This is an optimization exercise on Yosys and OpenROAD, whose aim is small area, a short achievable clock period and few clock cycles per item, not a production implementation. RTL that was checked went through simulation tests only; none was proved equivalent to the original. Power is estimated from default activity; no workload was simulated.

Setup of run A:
// Divider
module Divider(CLK, CS, WE, SN, AD, DI, DO, DONE);
    input CLK;
    input CS;
    input WE;
    input SN;
    input AD;
    input [17:0] DI;
    output DONE;
    output [17:0] DO;
    reg [17:0] R;        
    reg [18:0] D;        
    reg [17:0] Q;        
    reg [4:0]  K;        
    reg [4:0]  L;        
    reg        busy;
    reg        first;
    reg        neg_quo;
    reg        neg_rem;
    function [4:0] lzc;
        input [17:0] x;
        integer i;
        begin
            lzc = 5'd18;
            for (i = 0; i < 18; i = i + 1)
                if (x[i]) lzc = 5'd17 - i;
        end
    endfunction
    wire        wr_n = CS & WE & ~AD;
    wire        wr_d = CS & WE & AD;
    wire        neg_in = SN & DI[17];
    wire        di_zero = (DI == 18'd0);
    wire        neg_q_in = neg_quo ^ neg_in;
    wire [17:0] por;
    genvar m;
    generate for (m = 0; m < 18; m = m + 1) begin : po
        if (m == 0) begin : z
            assign por[m] = 1'b0;
        end else begin : o
  ...
==> flow/config.mk <==
export PLATFORM = sky130hd
export DESIGN_NAME = Divider
export DESIGN_NICKNAME = Divider
export VERILOG_FILES = /design/flow/design.v
export SDC_FILE = /design/flow/constraint.sdc
export NUM_CORES = 4
export LEC_CHECK = 0
export ABC_AREA = 1
export CAP_MARGIN = 20
export CORE_MARGIN = 2
export CORE_UTILIZATION = 60
export PLACE_DENSITY = 0.65
export SETUP_SLACK_MARGIN = 1.9
export SLEW_MARGIN = 20
==> flow/constraint.sdc <==
create_clock -name core_clock -period 5.0 [get_ports {CLK}]
set_input_delay 1.0000 -clock core_clock [delete_from_list [all_inputs] [get_ports {CLK}]]
set_output_delay 1.0000 -clock core_clock [all_outputs]
set_load 0.01 [all_outputs]
standard.sh (not shown) runs the stock make flow with config.mk's settings and CLKGATE_MAP_FILE= SYNTH_SCRIPT=/design/flow/synth_recipe.tcl, a recipe that flattens the netlist after the stock synthesis.
==> flow/flow/run.sh <==
#!/bin/bash
# The standard layout (the standard.sh, unchanged synthesis and steps),
# with the port buffers that buffer_ports inserts made plain buf_2 cells
# instead of the delay buffers it picks by default.
set -euo pipefail
export BUFFER_PORTS_ARGS="-buffer_cell sky130_fd_sc_hd__buf_2"
bash standard.sh > standard.log 2>&1
Testbench counts of run A, summed over its fixed seeds: cycles 10,107, items 2,400.
### run A -> run B
- SETUP_SLACK_MARGIN now 1.5, was 1.9
- PLACE_DENSITY now 0.7, was 0.65
- ABC_AREA no longer set, was 1
- ABC_CLOCK_PERIOD_IN_PS now 3500, previously not set
Findings:
- Run A closes out successfully: all stages finished, all timing, DRC and antenna checks passed.
- Run B has completed all stages; timing, DRC and antenna checks passed.
- Delta(netlist area before placement, run B - run A) > 0
- What run B reported for half-perimeter wire length after detailed placement has to be multiplied by 0.945 to get the figure for run A.
- From run A to run B the numbers moved as follows: cell depth of the worst setup path now sits lower, area of the placeable core up 590 sq um, total wirelength of the detailed-routed design rose by 5.0%, via count moved down, area after detailed placement rose 340 sq um.
--- input diff run B..run C ---
- CORE_UTILIZATION changed from 60 to 50
- SETUP_SLACK_MARGIN changed from 1.5 to 1.9
- ABC_CLOCK_PERIOD_IN_PS removed (was 3500)
- PLACE_DENSITY changed from 0.7 to 0.6
### Flow results
Every run in the comparison, run C and run B, completed the flow with a clean layout.
There was hardly any difference in post-synthesis net count between run B and run C.
Run C vs run B — number of nets in the layout climbed slightly
Run C -> run B: sequential standard cell area delta 0, exact match
Diff run B -> run C: number of storage elements in the synthesis netlist held steady; global-route total usage across every layer decreased by 3.3 points relative to the old numbers.
Compared with run B, run C shows a higher share of power burned in the clock network.
Run C vs. run B: final critical path time including I/O delays and setup dropped 0.25 ns; total power climbed about 8%; cell area climbed 4.7%; floorplan die width climbed 9.8 microns.
--- input diff run C..run D ---
- CORE_UTILIZATION: 50 -> 60
- SETUP_SLACK_MARGIN: 1.9 -> 2.1
- PLACE_DENSITY: 0.6 -> 0.7
## What came out
Going from run C to run D, storage element area ~0 delta, die boundary width decreased about 8%. Of run C and run D, run C shows the higher met2 wire length, with run D below it. As far as count of max-cap constraint violations goes, run D and run C are indistinguishable; the numbers are identical. | sequential share of layout area | run D vs run C | ≈ equal |. Comparing run C and run D, the higher routed wire length was measured on run C.
Changes in run E relative to run D:
- CTS_BUF_LIST: unset -> sky130_fd_sc_hd__clkbuf_16
- SETUP_SLACK_MARGIN: 2.1 -> 1.5
- CTS_CLUSTER_DIAMETER: unset -> 150
- ABC_CLOCK_PERIOD_IN_PS: unset -> 3500
- CTS_CLUSTER_SIZE: unset -> 40
### Flow results
- NOTE: switching part of the total power in run E falls short of that of run D
- On register share of the cell area, the higher figure sits with run E, not run D.
- From run D to run E the numbers moved as follows: combinational group share of total power shows a reduction of 5.0 points; count of placed standard cells in the final layout, fillers left out fell about 1.6%.
- Diff run D and run E: part of the power in the clock network lower in run D
- The higher core utilization came out of run D.
- Run E has actual slew at the worst max-slew pin below what run D had.
- On run E: setup slack is 0.41 ns lower than what run D gave.
- In run E relative to run D, total half-perimeter wirelength after legalization and detailed placement had gone up slightly.
- Compared with run D, total detailed-routing wirelength in run E decreased by a few percent.

* * *

Setup of indigo:
Another version of the RTL of Divider (not shown whole).
For scale: ~800 cells after synthesis, ~69 flip-flops, about 6500 sq um of cells after synthesis.
clock: 5.0 ns
lec_check: 0
cap_margin: 20
core_margin: 2
core_utilization: 60
place_density: 0.7
setup_slack_margin: 1.9
slew_margin: 20
Scripts as last shown in full above: flow/flow/run.sh
indigo ran to completion and came out clean on the timing, design-rule and antenna checks.
What violet does differently from indigo at the input level:
- SETUP_SLACK_MARGIN changed from 1.9 to 1.5
- ABC_CLOCK_PERIOD_IN_PS newly set to 3500
Notes after the runs:
The global-route usage was comparable across violet and indigo. On worst hold slack, violet and indigo are basically level. In violet, the share of total power in the clock network came out 0.4 points above the value in indigo. violet against indigo: total area of sequential cells has remained practically unchanged; routed wire length moved down; slack of the worst reg-to-reg path decreased by 0.29 ns relative to the old numbers; routed length on met2 decreased by 2.6% relative to the old numbers. Area taken by multi-input logic gates sits lower in violet than in indigo. [compare] base=indigo new=violet: critical-path maximum fanout went up, clock skew after layout went up, post-route worst setup slack went down.
No run of this note included a check of the RTL's function; only the layout flow was run.

static timing again, ports no longer ideal:
In the flow no input, the clock included, has a driving cell. The finished layouts below were timed again as built, in two steps. Step 1 (the two cells are an assumption about what drives the block):
set clk [get_ports {CLK}]
set_driving_cell -lib_cell sky130_fd_sc_hd__clkbuf_16 $clk
set_driving_cell -lib_cell sky130_fd_sc_hd__buf_2 [delete_from_list [all_inputs] $clk]
Step 2 also shifts input and output timing later by t, the mid clock arrival at the registers, as if the neighbouring blocks saw the same clock. a / b / c = ideal ports / drivers / drivers and shift; a / b = the first two.
run	t (ns)	slack for setup (ns)	hold slack, ns	clock arrival spread, ns	pins driven straight from the clock port
run A	0.390	1.959 / 1.959 / 1.623	0.569 / 0.569 / 0.569	0.021 / 0.021	1
run B	0.372	1.682 / 1.682 / 1.358	0.592 / 0.592 / 0.592	0.014 / 0.015	1
run C	0.374	1.929 / 1.929 / 1.647	0.572 / 0.572 / 0.572	0.006 / 0.006	1
run D	0.404	2.050 / 2.050 / 1.791	0.585 / 0.585 / 0.585	0.015 / 0.014	1
run E	0.372	1.638 / 1.638 / 1.348	0.587 / 0.587 / 0.587	0.010 / 0.010	1
indigo	0.400	1.848 / 1.813 / 1.640	0.530 / 0.530 / 0.530	0.011 / 0.010	1
violet	0.402	1.628 / 1.592 / 1.297	0.532 / 0.532 / 0.532	0.013 / 0.013	1
After both steps every run listed still meets setup and hold. For run A, which loses most, drivers alone change the setup slack by 0.000 ns; drivers and shift together by -0.336 ns.
